This is an optimization exercise on Yosys and OpenROAD, whose aim is small area, not a production implementation.
The RTL was checked by simulation tests, not by an equivalence proof against the original design.
Power and IR drop assume default switching activity.

**flow/design.v**
```verilog
module IP_PS2_keyboard(clk,rst,ps2_clk,ps2_dat,key,key_stb);
	input clk,rst,ps2_clk,ps2_dat;
	output reg [1:0] key;
	output key_stb;
	reg [3:0] fc;
	always @(posedge clk or negedge rst)
		if(!rst) fc <= 4'd9;
		else if(ps2_clk) begin
			if(fc==4'd10) fc <= 4'd1;
			else if(fc[3]) fc <= 4'd9;
			else fc <= fc + 4'd1;
		end
		else begin
			if(fc==4'd8 || fc==4'd9) fc <= 4'd10;
			else fc <= 4'd0;
		end
	wire rise = (fc==4'd8);
	wire fall = (fc==4'd10);
	reg [3:0] bc;
	always @(posedge clk or negedge rst)
		if(!rst) bc <= 4'd0;
		else if(fall) bc <= (bc==4'd10) ? 4'd0 : bc + 4'd1;
	reg ok;
	reg e;
	always @(*)
		case(bc)
			4'd3: e = ~key[0];
			4'd4: e = key[1] & key[0];
			4'd5: e = ~(key[1] & key[0]);
			4'd6: e = 1'b1;
			4'd7: e = 1'b1;
			default: e = 1'b0;
		endcase
	always @(posedge clk)
		if(fall) begin
			if(bc==4'd1) begin key[1] <= ps2_dat; ok <= 1'b1; end
			if(bc==4'd2) key[0] <= ps2_dat;
			if(bc>=4'd3 && bc<=4'd8) ok <= ok & (ps2_dat == e);
		end
	reg d1,d2;
	always @(posedge clk or negedge rst)
		if(!rst) begin d1 <= 1'b0; d2 <= 1'b0; end
		else begin d1 <= rise && (bc==4'd10); d2 <= d1; end
	assign key_stb = d2 & ok;
endmodule
module ps2_deal_Model(clk,rst,key,key_stb,dir);
	input clk;
	input rst;
	input [1:0] key;
	input key_stb;
	output reg [1:0] dir;
	always @(posedge clk or negedge rst)
		if(!rst) dir <= 2'b00;
		else if(key_stb) dir <= key;
endmodule
module Game_control(clk,rst,dir,cx,sx,cy,sy,bnd,vga_red,vga_green,vga_blue,the_end);
	input clk;
	input rst;
	input [1:0] dir;
	input [6:0] cx;
	input [3:0] sx;
	input [5:0] cy;
	input [3:0] sy;
	input bnd;
	output vga_red;
	output vga_blue;
	output vga_green;
	output reg the_end;
	reg [10:0] lfsr;
	reg temp;
	wire lfsr_top = (lfsr==11'h400);
	always @(posedge clk or negedge rst)
		if(!rst) begin lfsr <= 11'h000; temp <= 1'b0; end
		else begin
			lfsr <= {lfsr[9:0], ~(lfsr[10]^lfsr[8])};
			if(lfsr_top) temp <= ~temp;
		end
	wire tick = lfsr_top & ~temp;
	reg [5:0] hx, hy;
	reg hit;
	wire [5:0] hxp1 = hx + 6'd1;
	wire wx_hi = (hx==6'd50);    
	wire wx_lo = (hx==6'd56);    
	wire wy_hi = (hy==6'd43);
	wire wy_lo = (hy==6'd5);
	wire wrap = wx_hi | wx_lo | wy_hi | wy_lo;
	always @(posedge clk or negedge rst)
		if(!rst) begin hx <= 6'd9; hy <= 6'd20; the_end <= 1'b0; end
		else if(tick) begin
			if(wx_hi) hx <= 6'd57;
			else if(wx_lo) hx <= 6'd49;
			else if(wy_hi) hy <= 6'd6;
			else if(wy_lo) hy <= 6'd42;
			else if(hit) the_end <= 1'b1;
			else if(dir[0] ^ dir[1]) hy <= hy + {{5{dir[1]}},1'b1};
			else hx <= hx + {{5{dir[1]}},1'b1};
		end
	wire shift = tick && !wrap && !hit;
	reg [4:0] fx1, ot;
	reg [5:0] fy, pt;
	reg change;
	reg [3:0] a;
	wire eat = (hxp1=={1'b0,fx1}) && (hy==fy);
	always @(posedge clk or negedge rst)
		if(!rst) begin
			fx1 <= 5'd20; fy <= 6'd30; ot <= 5'd0; pt <= 6'd8;
			change <= 1'b0; a <= 4'd0;
		end
		else begin
			change <= eat;
			if(eat && !change) a <= a + 4'd1;
			if(change) begin fx1 <= ot; fy <= pt; end
			else if(ot==5'd31) ot <= 5'd0;
			else if(pt==6'd41) pt <= 6'd8;
			else begin ot <= ot + 5'd1; pt <= pt + 6'd1; end
		end
	reg [31:0] rv;
	reg [3:0] R;
	reg pf, sk;
	reg [1:0] pd;
	wire [3:0] Rn = R + 4'd1 + {3'd0,shift};
	wire [1:0] d = (pf && R==4'd1) ? pd : rv[1:0];
	always @(posedge clk)
		rv <= {(shift && R==4'd0) ? dir : d, rv[31:2]};
	always @(posedge clk or negedge rst)
		if(!rst) begin R <= 4'd0; pf <= 1'b0; sk <= 1'b0; end
		else begin
			R <= Rn;
			sk <= shift && (R==4'd15);
			if(shift && R!=4'd0) pf <= 1'b1;
			else if(R==4'd1) pf <= 1'b0;
		end
	always @(posedge clk)
		if(shift) pd <= dir;
	reg [5:0] ax, ay;
	wire anchor = (R==4'd0) || (shift && R==4'd15);
	reg [5:0] px, py;
	wire xs = (d==2'b11) || (d==2'b00);
	wire xdn = (d==2'b00);
	wire ydn = (d==2'b01);
	wire [5:0] xa = ax + {{5{xdn}},1'b1};
	wire [5:0] ya = ay + {{5{ydn}},1'b1};
	always @(*) begin
		px = ax; py = ay;
		if(anchor) begin px = hx; py = hy; end
		else if(!sk) begin
			if(xs) px = (!xdn && ax==6'd49) ? 6'd57 : (xdn && ax==6'd57) ? 6'd49 : xa;
			else py = (ydn && ay==6'd6) ? 6'd42 : (!ydn && ay==6'd42) ? 6'd6 : ya;
		end
	end
	always @(posedge clk) begin ax <= px; ay <= py; end
	wire colm = (cx < 7'd53) || (cx > 7'd116);
	wire [5:0] qx = colm ? hx : cx[5:0];
	wire [5:0] qy = colm ? hy : cy;
	wire match = ({px,py} == {qx,qy});
	reg [3:0] nmi, cmi;
	reg nm0;
	wire take = match && (R!=4'd0) && ((nmi==4'd0) || (R < nmi));
	wire [3:0] mmi = take ? R : nmi;
	wire mm0 = nm0 | (match && (R==4'd0));
	wire [3:0] smmi = mm0 ? 4'd1 : (mmi==4'd0) ? 4'd0 : mmi + 4'd1;
	wire hcmp = (cx[5:0]==hxp1) && (cy==hy);
	wire [3:0] scmi = hcmp ? 4'd1 : (cmi==4'd0) ? 4'd0 : cmi + 4'd1;
	always @(posedge clk) begin
		if(bnd) begin
			cmi <= shift ? smmi : mmi;
			nmi <= 4'd0;
			nm0 <= 1'b0;
		end
		else begin
			if(shift) cmi <= scmi;
			nmi <= shift ? smmi : mmi;
			nm0 <= shift ? 1'b0 : mm0;
		end
	end
	reg [3:0] hc;
	reg pend;
	wire wrapinc = eat && !change && (a==4'd15);
	always @(posedge clk or negedge rst)
		if(!rst) begin hc <= 4'd1; pend <= 1'b0; hit <= 1'b0; end
		else begin
			if(colm && match && (((R!=4'd0) && (R < a) && !wrapinc) || (pend && (R==hc))))
				hit <= 1'b1;
			if(wrapinc) pend <= (hc!=4'd15);
			else if(colm && (R==hc)) pend <= 1'b0;
			if(!(wrapinc && hc!=4'd15) && !pend)
				hc <= (hc >= a) ? 4'd1 : hc + 4'd1;
		end
	wire sub_ok = (sx!=4'd0) && (sy!=4'd0);
	wire hin = !(hx==6'd49 || hx==6'd50 || hx==6'd56) && !(hy==6'd5 || hy==6'd42 || hy==6'd43);
	assign vga_green = sub_ok && hin && (cx[5:0]==hxp1) && (cy==hy);
	assign vga_blue = sub_ok && (cmi!=4'd0) && (cmi <= a);
	assign vga_red = sub_ok && (cx[5:0]=={1'b0,fx1}) && (cy==fy);
endmodule
module Game_backgroud(cx,sx,cy,sy,vga_green);
	input [6:0] cx;
	input [3:0] sx;
	input [5:0] cy;
	input [3:0] sy;
	output vga_green;
	assign vga_green =
		(((cx > 7'd57) || ((cx == 7'd57) && (sx > 4'd0))) && (cx < 7'd58) && ((cy > 7'd5) || ((cy == 7'd5) && (sy > 4'd0))) && (cy < 7'd44)) |
		(((cx > 7'd115) || ((cx == 7'd115) && (sx > 4'd0))) && (cx < 7'd116) && ((cy > 7'd5) || ((cy == 7'd5) && (sy > 4'd0))) && (cy < 7'd44)) |
		(((cx > 7'd57) || ((cx == 7'd57) && (sx > 4'd0))) && (cx < 7'd116) && ((cy > 7'd5) || ((cy == 7'd5) && (sy > 4'd0))) && (cy < 7'd6)) |
		(((cx > 7'd57) || ((cx == 7'd57) && (sx > 4'd0))) && (cx < 7'd116) && ((cy > 7'd43) || ((cy == 7'd43) && (sy > 4'd0))) && (cy < 7'd44)) |
		(((cx > 7'd58) || ((cx == 7'd58) && (sx > 4'd0))) && (cx < 7'd59) && ((cy > 7'd2) || ((cy == 7'd2) && (sy > 4'd0))) && (cy < 7'd4)) |
		(((cx > 7'd61) || ((cx == 7'd61) && (sx > 4'd0))) && (cx < 7'd62) && ((cy > 7'd0) || ((cy == 7'd0) && (sy > 4'd0))) && (cy < 7'd4)) |
		(((cx > 7'd58) || ((cx == 7'd58) && (sx > 4'd0))) && (cx < 7'd62) && ((cy > 7'd2) || ((cy == 7'd2) && (sy > 4'd0))) && ((cy < 7'd2) || ((cy == 7'd2) && (sy < 4'd5)))) |
		(((cx > 7'd58) || ((cx == 7'd58) && (sx > 4'd0))) && (cx < 7'd62) && ((cy > 7'd3) || ((cy == 7'd3) && (sy > 4'd5))) && (cy < 7'd4)) |
		(((cx > 7'd74) || ((cx == 7'd74) && (sx > 4'd0))) && (cx < 7'd75) && ((cy > 7'd0) || ((cy == 7'd0) && (sy > 4'd0))) && (cy < 7'd4)) |
		(((cx > 7'd74) || ((cx == 7'd74) && (sx > 4'd0))) && (cx < 7'd77) && ((cy > 7'd3) || ((cy == 7'd3) && (sy > 4'd5))) && (cy < 7'd4)) |
		(((cx > 7'd89) || ((cx == 7'd89) && (sx > 4'd0))) && (cx < 7'd90) && ((cy > 7'd0) || ((cy == 7'd0) && (sy > 4'd0))) && (cy < 7'd4)) |
		(((cx > 7'd92) || ((cx == 7'd92) && (sx > 4'd0))) && (cx < 7'd93) && ((cy > 7'd0) || ((cy == 7'd0) && (sy > 4'd0))) && (cy < 7'd4)) |
		(((cx > 7'd89) || ((cx == 7'd89) && (sx > 4'd0))) && (cx < 7'd93) && ((cy > 7'd1) || ((cy == 7'd1) && (sy > 4'd8))) && ((cy < 7'd2) || ((cy == 7'd2) && (sy < 4'd3))));
endmodule
module merge(the_end,vga_b_green,vga_c_red,vga_c_green,vga_c_blue,vga_t_green,vga_red,vga_blue,vga_green);
	input the_end;
	input vga_b_green;
	input vga_c_red;
	input vga_c_blue;
	input vga_c_green;
	input vga_t_green;
	output vga_red;
	output vga_blue;
	output vga_green;
	assign vga_red =  the_end ? 1'b0 : vga_c_red ;
	assign vga_blue = the_end ? 1'b0 : vga_c_blue;
	assign vga_green = the_end ? vga_t_green : (vga_b_green | vga_c_green);
endmodule
module The_End(cx,sx,cy,sy,vga_green);
	input [6:0] cx;
	input [3:0] sx;
	input [5:0] cy;
	input [3:0] sy;
	output vga_green;
	assign vga_green =
		(((cx > 7'd60) || ((cx == 7'd60) && (sx > 4'd0))) && (cx < 7'd66) && ((cy > 7'd20) || ((cy == 7'd20) && (sy > 4'd0))) && ((cy < 7'd20) || ((cy == 7'd20) && (sy < 4'd5)))) |
		(((cx > 7'd63) || ((cx == 7'd63) && (sx > 4'd0))) && ((cx < 7'd63) || ((cx == 7'd63) && (sx < 4'd5))) && ((cy > 7'd20) || ((cy == 7'd20) && (sy > 4'd0))) && (cy < 7'd30)) |
		(((cx > 7'd70) || ((cx == 7'd70) && (sx > 4'd0))) && ((cx < 7'd70) || ((cx == 7'd70) && (sx < 4'd5))) && ((cy > 7'd20) || ((cy == 7'd20) && (sy > 4'd0))) && (cy < 7'd30)) |
		(((cx > 7'd70) || ((cx == 7'd70) && (sx > 4'd0))) && (cx < 7'd76) && ((cy > 7'd25) || ((cy == 7'd25) && (sy > 4'd0))) && ((cy < 7'd25) || ((cy == 7'd25) && (sy < 4'd5)))) |
		(((cx > 7'd75) || ((cx == 7'd75) && (sx > 4'd5))) && (cx < 7'd76) && ((cy > 7'd25) || ((cy == 7'd25) && (sy > 4'd0))) && (cy < 7'd30)) |
		(((cx > 7'd80) || ((cx == 7'd80) && (sx > 4'd0))) && (cx < 7'd86) && ((cy > 7'd22) || ((cy == 7'd22) && (sy > 4'd0))) && ((cy < 7'd22) || ((cy == 7'd22) && (sy < 4'd5)))) |
		(((cx > 7'd80) || ((cx == 7'd80) && (sx > 4'd0))) && ((cx < 7'd80) || ((cx == 7'd80) && (sx < 4'd5))) && ((cy > 7'd22) || ((cy == 7'd22) && (sy > 4'd0))) && (cy < 7'd30)) |
		(((cx > 7'd80) || ((cx == 7'd80) && (sx > 4'd0))) && (cx < 7'd86) && ((cy > 7'd25) || ((cy == 7'd25) && (sy > 4'd0))) && ((cy < 7'd25) || ((cy == 7'd25) && (sy < 4'd5)))) |
		(((cx > 7'd80) || ((cx == 7'd80) && (sx > 4'd0))) && (cx < 7'd86) && ((cy > 7'd29) || ((cy == 7'd29) && (sy > 4'd5))) && (cy < 7'd30)) |
		(((cx > 7'd85) || ((cx == 7'd85) && (sx > 4'd5))) && (cx < 7'd86) && ((cy > 7'd22) || ((cy == 7'd22) && (sy > 4'd0))) && ((cy < 7'd25) || ((cy == 7'd25) && (sy < 4'd5)))) |
		(((cx > 7'd90) || ((cx == 7'd90) && (sx > 4'd0))) && (cx < 7'd96) && ((cy > 7'd20) || ((cy == 7'd20) && (sy > 4'd0))) && ((cy < 7'd20) || ((cy == 7'd20) && (sy < 4'd5)))) |
		(((cx > 7'd90) || ((cx == 7'd90) && (sx > 4'd0))) && ((cx < 7'd90) || ((cx == 7'd90) && (sx < 4'd5))) && ((cy > 7'd20) || ((cy == 7'd20) && (sy > 4'd0))) && (cy < 7'd30)) |
		(((cx > 7'd90) || ((cx == 7'd90) && (sx > 4'd0))) && (cx < 7'd95) && ((cy > 7'd25) || ((cy == 7'd25) && (sy > 4'd0))) && ((cy < 7'd25) || ((cy == 7'd25) && (sy < 4'd5)))) |
		(((cx > 7'd90) || ((cx == 7'd90) && (sx > 4'd0))) && (cx < 7'd96) && ((cy > 7'd29) || ((cy == 7'd29) && (sy > 4'd5))) && (cy < 7'd30)) |
		(((cx > 7'd100) || ((cx == 7'd100) && (sx > 4'd0))) && ((cx < 7'd100) || ((cx == 7'd100) && (sx < 4'd5))) && ((cy > 7'd23) || ((cy == 7'd23) && (sy > 4'd0))) && (cy < 7'd30)) |
		(((cx > 7'd100) || ((cx == 7'd100) && (sx > 4'd0))) && (cx < 7'd106) && ((cy > 7'd23) || ((cy == 7'd23) && (sy > 4'd0))) && ((cy < 7'd23) || ((cy == 7'd23) && (sy < 4'd5)))) |
		(((cx > 7'd105) || ((cx == 7'd105) && (sx > 4'd5))) && (cx < 7'd106) && ((cy > 7'd23) || ((cy == 7'd23) && (sy > 4'd0))) && (cy < 7'd30)) |
		(((cx > 7'd110) || ((cx == 7'd110) && (sx > 4'd0))) && ((cx < 7'd110) || ((cx == 7'd110) && (sx < 4'd5))) && ((cy > 7'd25) || ((cy == 7'd25) && (sy > 4'd0))) && (cy < 7'd30)) |
		(((cx > 7'd110) || ((cx == 7'd110) && (sx > 4'd0))) && (cx < 7'd116) && ((cy > 7'd25) || ((cy == 7'd25) && (sy > 4'd0))) && ((cy < 7'd25) || ((cy == 7'd25) && (sy < 4'd5)))) |
		(((cx > 7'd110) || ((cx == 7'd110) && (sx > 4'd0))) && (cx < 7'd116) && ((cy > 7'd29) || ((cy == 7'd29) && (sy > 4'd5))) && (cy < 7'd30)) |
		(((cx > 7'd115) || ((cx == 7'd115) && (sx > 4'd5))) && (cx < 7'd116) && ((cy > 7'd20) || ((cy == 7'd20) && (sy > 4'd0))) && (cy < 7'd30));
endmodule
module Game_Main_Model(clk,rst,dir,cx,sx,cy,sy,vis,bnd,vga_red,vga_blue,vga_green);
	input clk;
	input rst;
	input [1:0] dir;
	input [6:0] cx;
	input [3:0] sx;
	input [5:0] cy;
	input [3:0] sy;
	input vis;
	input bnd;
	output vga_red;
	output vga_blue;
	output vga_green;
	wire vga_b_green,vga_c_red,vga_c_blue,vga_c_green,vga_t_green;
	wire the_end;
	Game_control U1(.clk(clk),.rst(rst),.dir(dir),.cx(cx),.sx(sx),.cy(cy),.sy(sy),.bnd(bnd),
		.vga_red(vga_c_red),.vga_green(vga_c_green),.vga_blue(vga_c_blue),.the_end(the_end));
	Game_backgroud U2(.cx(cx),.sx(sx),.cy(cy),.sy(sy),.vga_green(vga_b_green));
	merge U3(.the_end(the_end),.vga_b_green(vga_b_green),.vga_c_red(vga_c_red),
		.vga_c_blue(vga_c_blue),.vga_c_green(vga_c_green),.vga_t_green(vga_t_green),
		.vga_red(vga_red),.vga_blue(vga_blue),.vga_green(vga_green));
	The_End U4(.cx(cx),.sx(sx),.cy(cy),.sy(sy),.vga_green(vga_t_green));
endmodule
module IP_VGA_640X480(clk,rst,rgb_sig,vga_rgb,vga_hs,vga_vs,cx,sx,cy,sy,vis,bnd);
	input clk;
	input rst;
	input[2:0] rgb_sig;
	output[2:0] vga_rgb;
	output vga_hs, vga_vs;
	output reg [6:0] cx;
	output reg [3:0] sx;
	output reg [5:0] cy;
	output reg [3:0] sy;
	output vis;
	output bnd;
	reg clk_25M;
	always@(posedge clk or negedge rst)
		if(!rst) clk_25M<=0;
		else clk_25M<=~clk_25M;
	wire h_end = (cx==7'd119) && (sx==4'd5);
	wire v_end = (cy==6'd48) && (sy==4'd9);
	always@(posedge clk or negedge rst) begin
		if(!rst) begin
			cx<=7'd39; sx<=4'd6;
			cy<=6'd60; sy<=4'd9;
		end
		else if(!clk_25M) begin
			if(h_end) begin
				cx<=7'd39; sx<=4'd6;
				if(v_end) begin cy<=6'd60; sy<=4'd9; end
				else if(sy==4'd9) begin sy<=4'd0; cy<=cy+6'd1; end
				else sy<=sy+4'd1;
			end
			else if(sx==4'd9) begin sx<=4'd0; cx<=cx+7'd1; end
			else sx<=sx+4'd1;
		end
	end
	assign vga_hs = !((cx < 7'd49) || ((cx==7'd49) && (sx < 4'd2)));
	assign vga_vs = !(((cy==6'd60) && (sy==4'd9)) || ((cy==6'd61) && (sy==4'd0)));
	assign bnd = !clk_25M && (sx==4'd9);
	assign vis = (cx >= 7'd54) && (cx <= 7'd117) && (cy < 6'd48);
	assign vga_rgb = vis ? rgb_sig : 3'b000;
endmodule
module Game
	(
		input clk,
		input rst,
		input ps2_clk,
		input ps2_dat,
        output vga_hs,
        output vga_vs,
		output[2:0] vga_rgb
	);
	wire key_stb,vis,bnd,vga_red,vga_blue,vga_green;
	wire [1:0] key, dir;
	wire [6:0] cx;
	wire [3:0] sx, sy;
	wire [5:0] cy;
	IP_PS2_keyboard U0(.clk(clk),.rst(rst),.ps2_clk(ps2_clk),.ps2_dat(ps2_dat),
		.key(key),.key_stb(key_stb));
	ps2_deal_Model U1(.clk(clk),.rst(rst),.key(key),.key_stb(key_stb),.dir(dir));
	Game_Main_Model U2(.clk(clk),.rst(rst),.dir(dir),.cx(cx),.sx(sx),.cy(cy),.sy(sy),.vis(vis),.bnd(bnd),
		.vga_red(vga_red),.vga_blue(vga_blue),.vga_green(vga_green));
	IP_VGA_640X480 U3(.clk(clk),.rst(rst),.rgb_sig({vga_red,vga_green,vga_blue}),
		.vga_rgb(vga_rgb),.vga_hs(vga_hs),.vga_vs(vga_vs),.cx(cx),.sx(sx),.cy(cy),.sy(sy),.vis(vis),.bnd(bnd));
endmodule
```
**flow/constraint.sdc**
```tcl
create_clock -name core_clock -period 11.0 [get_ports {clk}]
set_input_delay 2.2000 -clock core_clock [delete_from_list [all_inputs] [get_ports {clk}]]
set_output_delay 2.2000 -clock core_clock [all_outputs]
set_load 0.01 [all_outputs]
```
**flow/flow/abc_area.script**
```
strash
dc2
dch
map -a
strash
dc2
dch
map -a
strash
dch
map -a
topo
```
**flow/flow/remap.sh**
```bash
#!/bin/bash
# remap.sh IN.v OUT.v YOSYSLOG ABCSCRIPT: maps the combinational logic of a
# mapped netlist again for area; the flip-flops (their instances, names and
# cell types) are kept as they are.
set -euo pipefail
IN=$1; OUT=$2; YLOG=$3; ABCS=$4
LIB=$FLOW_HOME/platforms/sky130hd/lib/sky130_fd_sc_hd__tt_025C_1v80.lib
DU=$(grep -o -- "-dont_use [A-Za-z0-9_]*" "$YLOG" | sort -u | tr '\n' ' ')
SEQ=$(python3 - "$LIB" <<'P'
import re, sys
t = open(sys.argv[1]).read()
cells = re.split(r'\n\s*cell\s*\(\s*"?', t)[1:]
print(' '.join(re.match(r'(\w+)', c).group(1) for c in cells
      if re.search(r'\b(ff|latch|statetable|ff_bank)\s*\(', c) or 'clock_gating' in c))
P
)
cat > remap.ys <<Y
read_liberty -ignore_miss_func $LIB
blackbox $SEQ
read_verilog $IN
hierarchy -top Game
flatten
opt_clean -purge
abc -script $ABCS -liberty $LIB $DU
opt_clean -purge
hilomap -singleton -hicell sky130_fd_sc_hd__conb_1 HI -locell sky130_fd_sc_hd__conb_1 LO
splitnets
opt_clean -purge
tee -o remap_stat.txt stat -liberty $LIB
write_verilog -noattr -nohex -nodec $OUT
Y
YS=${YOSYS_EXE:-$(command -v yosys || echo $FLOW_HOME/../tools/install/yosys/bin/yosys)}
"$YS" -s remap.ys
```
**flow/flow/run.sh**
```bash
#!/bin/bash
# Layout flow: the standard synthesis, then the combinational logic is
# mapped again for area (flip-flops kept as they are: same instances, names
# and cell types), then the standard layout from floorplan to finish.
set -euo pipefail
W=$PWD
R=$W/orfs/results/$FLOW_PLATFORM/Game/base
L=$W/orfs/logs/$FLOW_PLATFORM/Game/base
bash standard.sh $R/1_2_yosys.v > std_synth.log 2>&1
cp $R/1_2_yosys.v $W/1_2_yosys.std.v
bash flow/remap.sh $W/1_2_yosys.std.v $W/1_2_yosys.remap.v $L/1_2_yosys.log $W/flow/abc_area.script > remap.log 2>&1
cp $W/1_2_yosys.remap.v $R/1_2_yosys.v
# clock tree: clkbuf_8 buffers and no dummy loads (the default tree uses
# clkbuf_16 and adds dummy loads for balance)
bash standard.sh "CTS_ARGS=-sink_clustering_enable -repair_clock_nets -dont_use_dummy_load -buf_list sky130_fd_sc_hd__clkbuf_8" finish > std_flow.log 2>&1
```
**flow/standard.sh**
```bash
#!/bin/bash
# synth_recipe.tcl (not shown) runs the flow's synth.tcl, then flattens the netlist and writes it again
# the make line also repeats each setting of config.mk as NAME=value (left out here)
make -C /OpenROAD-flow-scripts/flow DESIGN_CONFIG=/design/flow/config.mk WORK_HOME=/design/flow/orfs CLKGATE_MAP_FILE= SYNTH_SCRIPT=/design/flow/synth_recipe.tcl "${@:-finish}"
```
**flow/config.mk**
```make
export PLATFORM = sky130hd
export DESIGN_NAME = Game
export DESIGN_NICKNAME = Game
export VERILOG_FILES = /design/flow/design.v
export SDC_FILE = /design/flow/constraint.sdc
export NUM_CORES = 4
export LEC_CHECK = 0
export CAP_MARGIN = 20
export CORE_MARGIN = 2
export CORE_UTILIZATION = 60
export SLEW_MARGIN = 20
```
==> impl_metrics.yaml, run 1 <==
min_path:
  hold_path_class: "register to register"
die:
  core_um2: 13930
  initial_utilization: 0.6150
  die_h_um: 123.5
  rows: 43
  die_w_um: 123.5
  io_pins: 9
  dieArea_um2: 15250
global_routing:
  grt_antenna_before_repair: 0
  grt_use_total: 0.3116
  grt_overflow: 0
  grt_pass1_wl_um: 36650
  grt_pass1_vias: 7481
  grt_max_degree: 55
pwr:
  leakagePower_nw: 3.540
  p_comb_frac: 0.024
  pwr-share-clk: 0.346
  power_density_nw_per_um2: 101.4
  internal_power_w: 0.0007224
  irDropWorstVdd_uv: 116.6
  swShare: 0.2197
  p_switching_w: 0.0002033
  p_seq_frac: 0.630
critical_path:
  worst-path-max-fanout: 7
  critPathArrivalTime_ns: 4.27
  crit_path_start_kind: "register"
  worstSetupPathType: "register to output port"
  end_kind: "output port"
  crit_required_ns: 8.80
finish:
  regArea_um2: 3736
  drive_gt1_frac: 0.04443
  diodes: 0
  final_net_count: 1199
  instances_no_fill: 1373
  fillCellCount: 1285
  multiInputGateArea_um2: 4105
  areaGrowthSynthToFinish_pct: 6.527
sta:
  slew_violations: 0
  rsz0062_at_grt: "no"
  clock-skew-final_ns: 0.02961
  fin_crit_sh: 0.5885
  max_slew_margin: 0.2740
  tns_ns: 0
  final_hold_viol_count: 0
  setup_violations: 0
  fmax_mhz: 154.5
  worstMarginPinSlew_ns: 1.082
  fin_crit_ns: 6.474
detailed_routing:
  dr.pass1.iters: 7
  vias: 8115
  ant_nets: 0
  avgRoutedWirePerCell_um: 16.68
  route.detailed.drc: 0
  via_per_inst: 5.910
  wirelength_um: 22910
  drtIter0Drc: 694
place:
  routabilityCongestion: 1.033
  dpl.hpwl_um: 17510
  io_buffers: 8
  post-place-cells: 1356
clock_tree:
  clk_latency_ns: 0.47
  clk_pin_slew_ns: 0.10
  clock_path_buffers: 2
  cts_root_buf: "clkbuf_8"
  cts_htree_levels: 4
  cts.sinks: 156
  cts_resized: 0
  cts_made_buffers: 17
  postCtsHoldBufs: 0
  cts_tree: "yes"
  cts_setup_buffers: 0
synthesis:
  synth_cells: 1165
  yosysWarnings: 4
  syn_avg_cell_area_um2: 7.356
  netlist_area_um2: 8569
  syn-num-nets: 1169
run:
  maxCapViolCount: 0
status:
  status: "no timing/DRC/antenna violations"
path summary, 6_finish.rpt:
kind,slack (ns),end,cells past startpoint,from
max,4.53,vga_rgb[1],14,U2.U1.hx[0]$_DFFE_PN1P_
min,0.31,U2.U1.rv[23]$_DFF_P_,0,U2.U1.rv[25]$_DFF_P_
max reg2reg,4.98,U2.U1.cmi[2]$_DFFE_PP_,30,U2.U1.hy[3]$_DFFE_PN0P_
min reg2reg,0.31,U2.U1.rv[23]$_DFF_P_,0,U2.U1.rv[25]$_DFF_P_
max in group asynchronous,8.13,U3.cx[6]$_DFFE_PN0P_,2,rst
min in group asynchronous,1.72,U0.fc[1]$_DFF_PN0_,1,rst
flip-flops by register name, indices dropped and copies added (netlist names), 4 cells and up:
signal,cells
U2.U1.rv,32
U2.U1.lfsr,11
U3.cx,7
U2.U1.ax,6
U2.U1.ay,6
U2.U1.fy,6
U2.U1.hx,6
U2.U1.hy,6
U2.U1.pt,6
U3.cy,6
U2.U1.fx1,5
U2.U1.ot,5
U0.bc,4
U0.fc,4
U2.U1.R,4
U2.U1.a,4
U2.U1.cmi,4
U2.U1.hc,4
U2.U1.nmi,4
U3.sx,4
U3.sy,4
critical path, stage by stage, from the launching register on:
cell and delay [ns]:
dfstp_2 0.64, clkinv_1 0.19, nor2_1 0.30, clkinv_1 0.14
nor2_1 0.15, clkinv_1 0.19, nor3_1 0.38, xor2_1 0.43
clkinv_1 0.22, o2111ai_1 0.25, nor2_1 0.06, nand4_1 0.12
nand4_1 0.12, o311a_2 0.14, clkdlybuf4s50_1 0.50
routing by layer:
layer  routed length [µm]  share of wire  track usage
met3                 1727          0.075      0.05996
met1                10400           0.45       0.4387
met5                    0              0            0
met4                  699          0.031       0.1193
met2                10080           0.44       0.4763
power by group through the flow:
stage	combinational (W)	clock, W	sequential [W]
2_1_floorplan	0.0000119	0	0.000594
3_3_place_gp	0.0000226	0	0.000595
3_5_place_dp	0.0000227	0	0.000595
4_1_cts	0.0000228	0.000326	0.000583
5_1_grt	0.0000260	0.000346	0.000584
6_report	0.0000222	0.000320	0.000583
metrics by stage:
| stage | setup WS [ns] | instance area, µm² | utilization | total power (W) | hold WS, ns |
|---|---|---|---|---|---|
| after detailed placement | 5.110 | 8895 | 0.6383 | 0.0006174 | 0.3128 |
| after global placement | 5.093 | 8895 | 0.6383 | 0.0006172 | 0.3102 |
| after CTS | 4.610 | 9129 | 0.6551 | 0.0009325 | 0.3042 |
| final | 4.526 | 9129 | 0.6551 | 0.0009257 | 0.3058 |
| after floorplan | 5.885 | 8569 | - | 0.0006059 | 0.3096 |
| after global routing | 4.254 | 9129 | 0.6551 | 0.0009555 | 0.3117 |
placed cells by master, fill, tap and decap left out, drive strengths merged, types with 10 or more instances in the layout:
master  count
o211ai     10
clkinv    194
xnor2      14
dfstp      26
nand2     152
dfxtp      49
nand4      17
dfrtp      72
o21ai      88
nor4       14
a31oi      13
nor2      215
xor2       32
o22ai      31
nor3       51
a21oi      80
clkbuf     17
nand3      40
final cells by class:
type                            instances  area share
Timing Repair Buffer                   11     0.01096
Clock buffer                           17     0.02563
Multi-Input combinational cell        815      0.4497
Inverter                              194     0.07977
Tap cell                              180     0.02467
Sequential cell                       156      0.4093
==> run 2: changes to the inputs <==
==> flow/flow/abc_area.script (replaced) <==
strash
dc2
dch
map -a
strash
dc2
dch
map -a
strash
dc2
dch
map -a
strash
dch
amap
topo
--- a/flow/flow/remap.sh
+++ b/flow/flow/remap.sh
@@ -30,4 +30,8 @@
 write_verilog -noattr -nohex -nodec $OUT
 Y
 YS=${YOSYS_EXE:-$(command -v yosys || echo $FLOW_HOME/../tools/install/yosys/bin/yosys)}
-"$YS" -s remap.ys
+# keep the standard netlist if the mapping failed or lost logic
+if ! "$YS" -s remap.ys; then cp "$IN" "$OUT"; exit 0; fi
+NI=$(grep -c "sky130_fd_sc_hd__" "$IN" || true)
+NO=$(grep -c "sky130_fd_sc_hd__" "$OUT" || true)
+if [ "$NO" -lt $((NI / 2)) ]; then echo "remap lost logic ($NO of $NI cells): kept the standard netlist"; cp "$IN" "$OUT"; fi
==> run 2 against run 1 <==
Against the previous run:
- final cell count shrank 10%
- first-iteration DRC count grew 41%
- setup slack lost 0.50 ns
- non-clock buffer count grew 1
- area after synthesis shrank 4.8%
- combinational power shrank 13%
- clock-buffer cell count is the same
- fmax shrank 7.2%
- sequential cell count is the same
- clock power is essentially flat
- sequential share of layout area grew 1.9 points
- sequential power is essentially flat
- critical path type unchanged
==> impl_metrics.yaml, run 2 <==
status:
  status: "no timing/DRC/antenna violations"
sta:
  slew_violations: 0
  final_hold_viol_count: 0
  fin_crit_ns: 6.979
  setup_violations: 0
  clock-skew-final_ns: 0.02699
  fin_crit_sh: 0.6344
  whs_ns: 0.3210
  max_slew_margin: 0.4571
  tns_ns: 0
  rsz0062_at_grt: "no"
  fmax_mhz: 143.3
  worstMarginPinSlew_ns: 0.8144
detailed_routing:
  route.detailed.drc: 0
  avgRoutedWirePerCell_um: 18.29
  via_per_inst: 6.414
  dr.pass1.iters: 9
  wirelength_um: 22550
  vias: 7909
  ant_nets: 0
  drtIter0Drc: 980
die:
  core_um2: 13240
  initial_utilization: 0.6158
  rows: 42
  dieArea_um2: 14540
  die_w_um: 120.6
  io_pins: 9
  die_h_um: 120.6
critical_path:
  worstSetupPathType: "register to output port"
  critPathArrivalTime_ns: 4.78
  slowest_delay_ns: 0.61
  crit_path_start_kind: "register"
  crit_chain: "clkinv_1 > nor2_1 > clkinv_1 > nor2_1 > clkinv_1 > nor2_1 > clkinv_1 > nor2_1 > clkinv_1 > o22ai_1 > clkinv_1 > a21oi_1 > o2111ai_1 > o41ai_1 > nor3_1 > nor3_1 > clkdlybuf4s50_1"
  crit_required_ns: 8.80
  crit_top_cell: "clkinv_1"
  crit_path_top_delay_cell: "dfstp_2"
  worst-path-max-fanout: 8
  end_kind: "output port"
run:
  maxCapViolCount: 0
synthesis:
  synth_cells: 1028
  netlist_area_um2: 8155
  syn-num-nets: 1032
  syn_avg_cell_area_um2: 7.933
  yosysWarnings: 4
clock_tree:
  cts_resized: 0
  cts_made_buffers: 17
  clk_latency_ns: 0.46
  clk_pin_slew_ns: 0.07
  cts_setup_buffers: 0
  cts_tree: "yes"
  cts_htree_levels: 4
  postCtsHoldBufs: 0
  cts.sinks: 156
  cts_root_buf: "clkbuf_8"
  clock_path_buffers: 2
place:
  placedInstanceArea_um2: 8483
  routabilityCongestion: 1.041
  dpl.hpwl_um: 16630
  io_buffers: 8
global_routing:
  grt_overflow: 0
  grt_pass1_wl_um: 36770
  grt_antenna_before_repair: 0
  grt_pass1_vias: 7221
  grt_use_total: 0.3220
  grt_max_degree: 65
finish:
  final_net_count: 1063
  areaGrowthSynthToFinish_pct: 6.889
  drive_gt1_frac: 0.04541
  final_common_cell: "nor2_1"
  diodes: 0
  largest_reg_flops: 32
  regMostFlops: "U2.U1.rv"
  stdcell_area_um2: 8717
  reg.largest.list: "U2.U1.rv x32, U2.U1.lfsr x11, U3.cx x7"
  most-common-layout-cells: "195 x nor2_1, 147 x clkinv_1, 83 x nand2_1, 74 x o22ai_1, 72 x dfrtp_1"
pwr:
  p_switching_w: 0.0002044
  p_comb_frac: 0.021
  p_seq_frac: 0.630
  irDropWorstVdd_uv: 76.12
  power_density_nw_per_um2: 106.1
  internal_power_w: 0.0007207
  p_total_w: 0.0009251
  swShare: 0.2210
  leakagePower_nw: 3.192
  pwr-share-clk: 0.349
min_path:
  hold_path_class: "register to register"
run 2: changes by cell type in the layout (fill, tap and decap cells not counted), moves of 8 or more:
cell / change
a21oi_1: -16
clkinv_1: -47
nand2_1: -69
nand3_1: -20
nor2_1: -20
nor3_1: -9
o21a_1: +9
o21ai_0: -30
o22a_1: +8
o22ai_1: +43
or2_0: +13
or3_1: +8
xnor2_1: -14
xor2_1: -32
run 2: power groups by stage:
stage	registers [W]	logic, W	clock network (W)
floorplan	0.000593	0.00000944	0
global placement	0.000594	0.0000195	0
detailed placement	0.000594	0.0000197	0
CTS	0.000583	0.0000198	0.000326
global route	0.000583	0.0000229	0.000352
finish	0.000583	0.0000193	0.000323
run 2: final cells by class:
cell class	instances	area (µm²)
timing repair buffer	12	107.6
multi-input combinational	725	3867
sequential	156	3736
tap	176	220.2
inverter	147	551.8
clock buffer	17	234.0
fill	1176	4526
run 2: path summary, 6_finish.rpt:
path,startpoint,end,slack (ns),cells after the start
max,U2.U1.hx[0]$_DFFE_PN1P_,vga_rgb[1],4.02,17
min,U2.U1.rv[15]$_DFF_P_,U2.U1.rv[13]$_DFF_P_,0.32,0
max reg2reg,U2.U1.hx[3]$_DFFE_PN1P_,U2.U1.cmi[2]$_DFFE_PP_,4.45,28
min reg2reg,U2.U1.rv[15]$_DFF_P_,U2.U1.rv[13]$_DFF_P_,0.32,0
max in group asynchronous,rst,U2.U1.hx[2]$_DFFE_PN0P_,8.14,2
min in group asynchronous,rst,U0.bc[3]$_DFFE_PN0P_,1.67,1
run 2: metrics by stage:
| step | util | std cells | setup WS, ns |
|---|---|---|---|
| 2_1_floorplan | - | 1028 | 5.216 |
| 3_3_place_gp | 0.6406 | 1216 | 4.678 |
| 3_5_place_dp | 0.6406 | 1216 | 4.535 |
| 4_1_cts | 0.6583 | 1233 | 4.148 |
| 5_1_grt | 0.6583 | 1233 | 3.618 |
| 6_report | 0.6583 | 1233 | 4.021 |
run 2: critical path: cells and delay by family, from the launching register on:
family,cells,cell delay (ns)
and+or+nand+nor,6,1.26
buffers and inverters,7,1.49
DFF,1,0.61
AOI/OAI and AO/OA,4,0.98
run 2: metal layers:
metal,global-route usage,share of wire,up-vias
li1,-,-,3806
met1,0.4569,0.44,3606
met2,0.4802,0.43,415
met3,0.06840,0.088,82
met4,0.1359,0.038,0
met5,0,0,-
==> run 3: changes to the inputs <==
==> flow/flow/run.sh (replaced) <==
#!/bin/bash
# Layout flow: the standard synthesis, then the combinational logic is
# mapped again for area with a few ABC scripts, smallest kept (flip-flops kept as they are: same instances, names
# and cell types), then the standard layout from floorplan to finish.
set -euo pipefail
W=$PWD
R=$W/orfs/results/$FLOW_PLATFORM/Game/base
L=$W/orfs/logs/$FLOW_PLATFORM/Game/base
bash standard.sh $R/1_2_yosys.v > std_synth.log 2>&1
cp $R/1_2_yosys.v $W/1_2_yosys.std.v
bash flow/search.sh $W/1_2_yosys.std.v $W/1_2_yosys.remap.v $L/1_2_yosys.log > remap.log 2>&1
cp $W/1_2_yosys.remap.v $R/1_2_yosys.v
# clock tree: clkbuf_8 buffers and no dummy loads (the default tree uses
# clkbuf_16 and adds dummy loads for balance)
bash standard.sh "CTS_ARGS=-sink_clustering_enable -repair_clock_nets -dont_use_dummy_load -buf_list sky130_fd_sc_hd__clkbuf_8" finish > std_flow.log 2>&1
==> flow/flow/abc_b1.script (new file) <==
strash
dc2
dch
map -a
strash
dc2
dch
map -a
strash
dc2
dch
map -a
strash
dch
map -a
topo
==> flow/flow/abc_b6.script (new file) <==
strash
dc2
dch
map -a
strash
dc2
dch
map -a
strash
dc2
dch
map -a
strash
dch
amap
topo
==> flow/flow/abc_b8.script (new file) <==
strash
dc2
dch
amap
strash
dc2
dch
amap
strash
dc2
dch
amap
topo
==> flow/flow/abc_c1.script (new file) <==
strash
dc2
dch
map -a
strash
dc2
dch
map -a
strash
dc2
dch
map -a
strash
dc2
dch
map -a
strash
dc2
dch
map -a
strash
dch
amap
topo
==> flow/flow/search.sh (new file) <==
#!/bin/bash
# search.sh IN.v OUT.v YOSYSLOG: maps the logic again with each ABC script
# in flow/abc_*.script, for a few rounds, and keeps the smallest netlist.
set -euo pipefail
IN=$1; OUT=$2; YLOG=$3
FL=$(cd "$(dirname "$0")" && pwd)
cur=$IN
area() { grep "Chip area" "$1" | awk '{print $NF}'; }
best=""
for round in 1 2 3; do
  rbest=""; rarea=""
  for s in "$FL"/abc_*.script; do
    n=$(basename "$s" .script)
    d=remap_r${round}_$n; mkdir -p $d
    ( cd $d && bash "$FL/remap.sh" "$cur" "$PWD/out.v" "$YLOG" "$s" > remap.log 2>&1 ) || continue
    [ -f $d/remap_stat.txt ] || continue
    a=$(area $d/remap_stat.txt)
    echo "round $round $n: $a"
    if [ -z "$rarea" ] || python3 -c "import sys; sys.exit(0 if $a < $rarea else 1)"; then rarea=$a; rbest=$PWD/$d/out.v; fi
  done
  [ -n "$rbest" ] || break
  if [ -n "$best" ] && ! python3 -c "import sys; sys.exit(0 if $rarea < $barea else 1)"; then break; fi
  best=$rbest; barea=$rarea; cur=$rbest
  echo "round $round best: $barea ($best)"
done
if [ -n "$best" ]; then cp "$best" "$OUT"; else cp "$IN" "$OUT"; fi
removed: flow/flow/abc_area.script
==> run 3 against run 2 <==
Against the previous run:
- sequential share of layout area rose by 0.44 points
- largest power group unchanged
- synthesized cell count fell by 0.78%
- area after synthesis decreased by 1.0%
- power down 0.74%
- critical path type unchanged
- first-iteration DRC count grew 7.1%
- core utilization fell by 0.41 points
- critical path depth shrank 7
- sequential power hardly changed
- final cell count fell by 0.73%
- clock power fell by 2%
==> impl_metrics.yaml, run 3 <==
run:
  maxCapViolCount: 0
pwr:
  irDropWorstVdd_uv: 101.6
  p_switching_w: 0.0001978
  p_total_w: 0.0009182
  internal_power_w: 0.0007204
  power_density_nw_per_um2: 106.4
  p_comb_frac: 0.020
  p_seq_frac: 0.635
  leakagePower_nw: 3.217
  pwr-share-clk: 0.345
  swShare: 0.2154
finish:
  reg.largest.list: "U2.U1.rv x32, U2.U1.lfsr x11, U3.cx x7"
  final_common_cell: "nor2_1"
  regArea_um2: 3736
  diodes: 0
  most-common-layout-cells: "204 x nor2_1, 152 x clkinv_1, 78 x o22ai_1, 77 x nand2_1, 72 x dfrtp_1"
  multiInputGateArea_um2: 3767
  fillCellCount: 1134
  utilization: 0.6541
  areaGrowthSynthToFinish_pct: 6.898
  final_net_count: 1054
  largest_reg_flops: 32
  drive_gt1_frac: 0.04580
  regMostFlops: "U2.U1.rv"
critical_path:
  crit_path_top_delay_cell: "dfrtp_1"
  slowest_delay_ns: 0.63
  critPathArrivalTime_ns: 4.63
  crit_required_ns: 8.80
  r2r_slack_ns: 4.43
  worstSetupPathType: "register to output port"
  worst-path-max-fanout: 15
  critical_path_buf_inv_count: 2
  crit_chain: "clkinv_1 > o22ai_1 > a311oi_1 > a2111o_1 > or4_1 > o41ai_1 > nor3_1 > nor2_1 > o21a_1 > clkdlybuf4s50_1"
  end_kind: "output port"
  path_delay_family: "compound AO/OA/AOI/OAI gates"
  crit_path_start_kind: "register"
sta:
  whs_ns: 0.3185
  setup_violations: 0
  tns_ns: 0
  final_hold_viol_count: 0
  slew_violations: 0
  worstMarginPinSlew_ns: 0.7978
  fin_crit_ns: 6.828
  fmax_mhz: 146.4
  fin_crit_sh: 0.6208
  max_slew_margin: 0.4544
  rsz0062_at_grt: "no"
  clock-skew-final_ns: 0.02440
global_routing:
  grt_antenna_before_repair: 0
  grt_max_degree: 68
  grt_pass1_vias: 6887
  grt_use_total: 0.3154
  grt_pass1_wl_um: 35550
  grt_overflow: 0
clock_tree:
  clk_latency_ns: 0.46
  cts_made_buffers: 17
  clk_pin_slew_ns: 0.09
  cts_tree: "yes"
  clock_path_buffers: 2
  postCtsHoldBufs: 0
  cts.sinks: 156
  cts_resized: 0
  cts_htree_levels: 4
  cts_root_buf: "clkbuf_8"
  cts_setup_buffers: 0
place:
  io_buffers: 8
  routabilityCongestion: 1.054
  dpl.hpwl_um: 16350
detailed_routing:
  dr.pass1.iters: 6
  drtIter0Drc: 1050
  ant_nets: 0
  wirelength_um: 22110
  vias: 7820
  via_per_inst: 6.389
  route.detailed.drc: 0
  avgRoutedWirePerCell_um: 18.07
status:
  status: "no timing/DRC/antenna violations"
die:
  die_h_um: 120.0
  rows: 42
  dieArea_um2: 14400
  core_um2: 13190
  die_w_um: 120.0
  io_pins: 9
  initial_utilization: 0.6119
synthesis:
  synth_cells: 1020
  syn_avg_cell_area_um2: 7.913
  netlist_area_um2: 8071
  yosysWarnings: 4
  syn-num-nets: 1024
min_path:
  hold_path_class: "register to register"
## run 3: final cells by class
| cell class | instances | area share |
|---|---|---|
| Clock buffer | 17 | 0.02712 |
| Inverter | 152 | 0.06613 |
| Multi-Input combinational cell | 712 | 0.4366 |
| Sequential cell | 156 | 0.4330 |
| Tap cell | 176 | 0.02552 |
| Timing Repair Buffer | 11 | 0.01160 |
## run 3: layer usage
layer	vias to the layer above	wire [µm]	part of all wire	track usage
met5	-	0	0	0
met4	0	622	0.028	0.1074
met3	54	2397	0.11	0.08032
met2	458	8956	0.41	0.4336
met1	3545	10140	0.46	0.4810
li1	3763	-	-	-
## run 3: metrics by stage
stage | area (µm²) | cells | worst slack [ns]
final | 8628 | 1224 | 4.172
after floorplan | 8071 | 1020 | 5.366
after detailed placement | 8392 | 1207 | 4.127
after CTS | 8626 | 1224 | 4.095
after global routing | 8628 | 1224 | 3.513
after global placement | 8392 | 1207 | 4.337
## run 3: path summary, 6_finish.rpt
| path | end | cells past startpoint | start |
|---|---|---|---|
| max reg2reg | U2.U1.cmi[2]$_DFFE_PP_ | 26 | U2.U1.hy[4]$_DFFE_PN1P_ |
| min | U2.U1.rv[18]$_DFF_P_ | 0 | U2.U1.rv[20]$_DFF_P_ |
| min in group asynchronous | U3.cy[1]$_DFFE_PN0P_ | 1 | rst |
| min reg2reg | U2.U1.rv[18]$_DFF_P_ | 0 | U2.U1.rv[20]$_DFF_P_ |
| max in group asynchronous | U2.U1.the_end$_DFFE_PN0P_ | 2 | rst |
| max | vga_rgb[1] | 10 | U3.cx[3]$_DFFE_PN0P_ |
## run 3: power by group through the flow
stage / combinational (W) / clock (W) / sequential (W)
global placement: 0.0000193 / 0 / 0.000594
finish: 0.0000187 / 0.000317 / 0.000583
floorplan: 0.00000917 / 0 / 0.000593
global route: 0.0000219 / 0.000343 / 0.000583
detailed placement: 0.0000193 / 0 / 0.000594
CTS: 0.0000193 / 0.000321 / 0.000583
## run 3: worst register-to-register path, delay by kind of cell (launching register included)
kind                   cells  cell delay [ns]
AO/OA/AOI/OAI             10             1.67
buffers and inverters      4             1.23
AND/OR/NAND/NOR           12             2.83
flip-flops                 1             0.56
==> run 4: changes to the inputs <==
--- a/flow/flow/run.sh
+++ b/flow/flow/run.sh
@@ -12,4 +12,5 @@
 cp $W/1_2_yosys.remap.v $R/1_2_yosys.v
 # clock tree: clkbuf_8 buffers and no dummy loads (the default tree uses
 # clkbuf_16 and adds dummy loads for balance)
-bash standard.sh "CTS_ARGS=-sink_clustering_enable -repair_clock_nets -dont_use_dummy_load -buf_list sky130_fd_sc_hd__clkbuf_8" finish > std_flow.log 2>&1
+# ports: buffered with buf_1 (the default picks a larger delay buffer)
+bash standard.sh "BUFFER_PORTS_ARGS=-inputs -outputs -buffer_cell sky130_fd_sc_hd__buf_1" "CTS_ARGS=-sink_clustering_enable -repair_clock_nets -dont_use_dummy_load -buf_list sky130_fd_sc_hd__clkbuf_8" finish > std_flow.log 2>&1
==> run 4 against run 3 <==
Against the previous run:
- global-route usage up 0.89 points
- sequential cell count did not move
- power up 0.20%
- critical path depth rose by 15
- fmax is 1.5% higher
- combinational power hardly changed
- final cell count unchanged
- clock-buffer cell count stayed put
- area after synthesis did not move
- sequential power hardly changed
- largest power group unchanged
==> impl_metrics.yaml, run 4 <==
critical_path:
  worst-path-max-fanout: 19
  slowest_delay_ns: 0.61
  crit_required_ns: 11.17
  end_kind: "register"
  crit_top_cell: "nor2_1"
  worstSetupPathType: "register to register"
  critPathArrivalTime_ns: 6.89
  crit_path_start_kind: "register"
  crit_path_top_delay_cell: "clkinv_1"
clock_tree:
  postCtsHoldBufs: 0
  cts_made_buffers: 17
  cts_tree: "yes"
  clk_latency_ns: 0.46
  cts_root_buf: "clkbuf_8"
  clk_pin_slew_ns: 0.09
  cts.sinks: 156
  cts_htree_levels: 4
  clock_path_buffers: 2
  cts_setup_buffers: 0
  cts_resized: 0
sta:
  fmax_mhz: 148.7
  clock-skew-final_ns: 0.03431
  setup_violations: 0
  fin_crit_sh: 0.6114
  max_slew_margin: 0.3134
  worstMarginPinSlew_ns: 1.017
  fin_crit_ns: 6.725
  rsz0062_at_grt: "no"
  final_hold_viol_count: 0
  slew_violations: 0
  tns_ns: 0
pwr:
  leakagePower_nw: 3.199
  power_density_nw_per_um2: 107.2
  irDropWorstVdd_uv: 100.1
die:
  dieArea_um2: 14400
  initial_utilization: 0.6119
  io_pins: 9
  core_um2: 13190
  die_w_um: 120.0
  rows: 42
  die_h_um: 120.0
finish:
  largest_reg_flops: 32
  instances_no_fill: 1224
  final_net_count: 1054
  drive_gt1_frac: 0.04580
  most-common-layout-cells: "204 x nor2_1, 152 x clkinv_1, 78 x o22ai_1, 77 x nand2_1, 72 x dfrtp_1"
  diodes: 0
  fillCellCount: 1158
  regMostFlops: "U2.U1.rv"
  final_common_cell: "nor2_1"
  areaGrowthSynthToFinish_pct: 6.356
  reg.largest.list: "U2.U1.rv x32, U2.U1.lfsr x11, U3.cx x7"
global_routing:
  grt_pass1_wl_um: 36870
  grt_pass1_vias: 7097
  grt_max_degree: 54
  grt_overflow: 0
  grt_use_total: 0.3243
  grt_antenna_before_repair: 0
place:
  dpl.hpwl_um: 16500
  post-place-cells: 1207
  routabilityCongestion: 1.004
  io_buffers: 8
detailed_routing:
  dr.pass1.iters: 5
  route.detailed.drc: 0
  avgRoutedWirePerCell_um: 18.13
  wirelength_um: 22190
  drtIter0Drc: 917
  via_per_inst: 6.352
  ant_nets: 0
  vias: 7775
synthesis:
  netlist_area_um2: 8071
  synth_cells: 1020
  syn_avg_cell_area_um2: 7.913
  syn-num-nets: 1024
  yosysWarnings: 4
status:
  status: "no timing/DRC/antenna violations"
min_path:
  hold_path_class: "register to register"
run:
  maxCapViolCount: 0
## run 4: per-stage QoR
step / cell area [µm²] / util / worst slack [ns] / power, W / hold WS [ns]
2_1_floorplan: 8071 / - / 5.366 / 0.0006025 / 0.3096
3_3_place_gp: 8348 / 0.6329 / 4.247 / 0.0006127 / 0.3109
3_5_place_dp: 8348 / 0.6329 / 3.992 / 0.0006133 / 0.3132
4_1_cts: 8582 / 0.6506 / 3.973 / 0.0009270 / 0.3161
5_1_grt: 8584 / 0.6508 / 3.552 / 0.0009494 / 0.3188
6_report: 8584 / 0.6508 / 4.275 / 0.0009201 / 0.3110
## run 4: worst max-delay path: cells and delay by family (launching register included)
family | cells | cell delay (ns)
simple gates | 13 | 2.99
flops | 1 | 0.58
buf+inv | 4 | 1.25
compound gates | 8 | 1.63
## run 4: final timing paths
path	endpoint	slack [ns]	from	cells after the start
max	U2.U1.cmi[2]$_DFFE_PP_	4.28	U2.U1.hy[2]$_DFFE_PN1P_	25
min	U2.U1.rv[24]$_DFF_P_	0.31	U2.U1.rv[26]$_DFF_P_	0
max reg2reg	U2.U1.cmi[2]$_DFFE_PP_	4.28	U2.U1.hy[2]$_DFFE_PN1P_	25
min reg2reg	U2.U1.rv[24]$_DFF_P_	0.31	U2.U1.rv[26]$_DFF_P_	0
max in group asynchronous	U2.U1.sk$_DFF_PN0_	8.08	rst	2
min in group asynchronous	U2.U1.pt[4]$_DFFE_PN0P_	1.78	rst	1
## run 4: layer usage
| metal | GRT usage | part of all wire |
|---|---|---|
| met1 | 0.4874 | 0.46 |
| met2 | 0.4553 | 0.41 |
| met3 | 0.07842 | 0.10 |
| met4 | 0.1132 | 0.028 |
| met5 | 0 | 0 |
## run 4: area by class of cell
type                       instances  area, µm²  area share
clock buffer                      17      234.0     0.02726
sequential                       156       3736      0.4352
tap                              176      220.2     0.02565
timing repair buffer              11      56.30    0.006559
multi-input combinational        712       3767      0.4389
inverter                         152      570.5     0.06646
## run 4: power breakdown
| group | switching (W) | internal (W) |
|---|---|---|
| clock | 0.000182 | 0.000136 |
| sequential | 0.00000399 | 0.000579 |
| combinational | 0.0000142 | 0.00000479 |

## static timing again, ports no longer ideal
The results above use ideal ports. As a check the final layouts listed here were re-extracted and re-timed, cells and wires unchanged.
Step 1 sets driving cells, clkbuf_16 on the clock port and buf_2 on the other inputs (assumed; they add their load-dependent delay and slew).
Step 2 adds t to the input delays and takes it off the output delays; t is the mean of the earliest and latest rising clock arrival at the registers after step 1. Input paths then give back, and output paths get back, about the clock's delay inside the block.
Three values: ideal, step 1, step 2; two values: the first two.
| run | t, ns | setup WS [ns] | worst setup path after step 2 | clock arrival spread, ns | worst slew at a driven data input, ns |
|---|---|---|---|---|---|
| run 1 | 0.488 | 4.526 / 4.487 / 4.975 | register to output | 0.040 / 0.039 | 0.03 |
| run 2 | 0.490 | 4.021 / 3.979 / 4.447 | register to register | 0.027 / 0.027 | 0.03 |
| run 3 | 0.481 | 4.172 / 4.134 / 4.432 | register to register | 0.024 / 0.024 | 0.03 |
| run 4 | 0.479 | 4.275 / 4.275 / 4.275 | register to register | 0.035 / 0.034 | 0.04 |
After both steps every run listed still meets setup and hold.
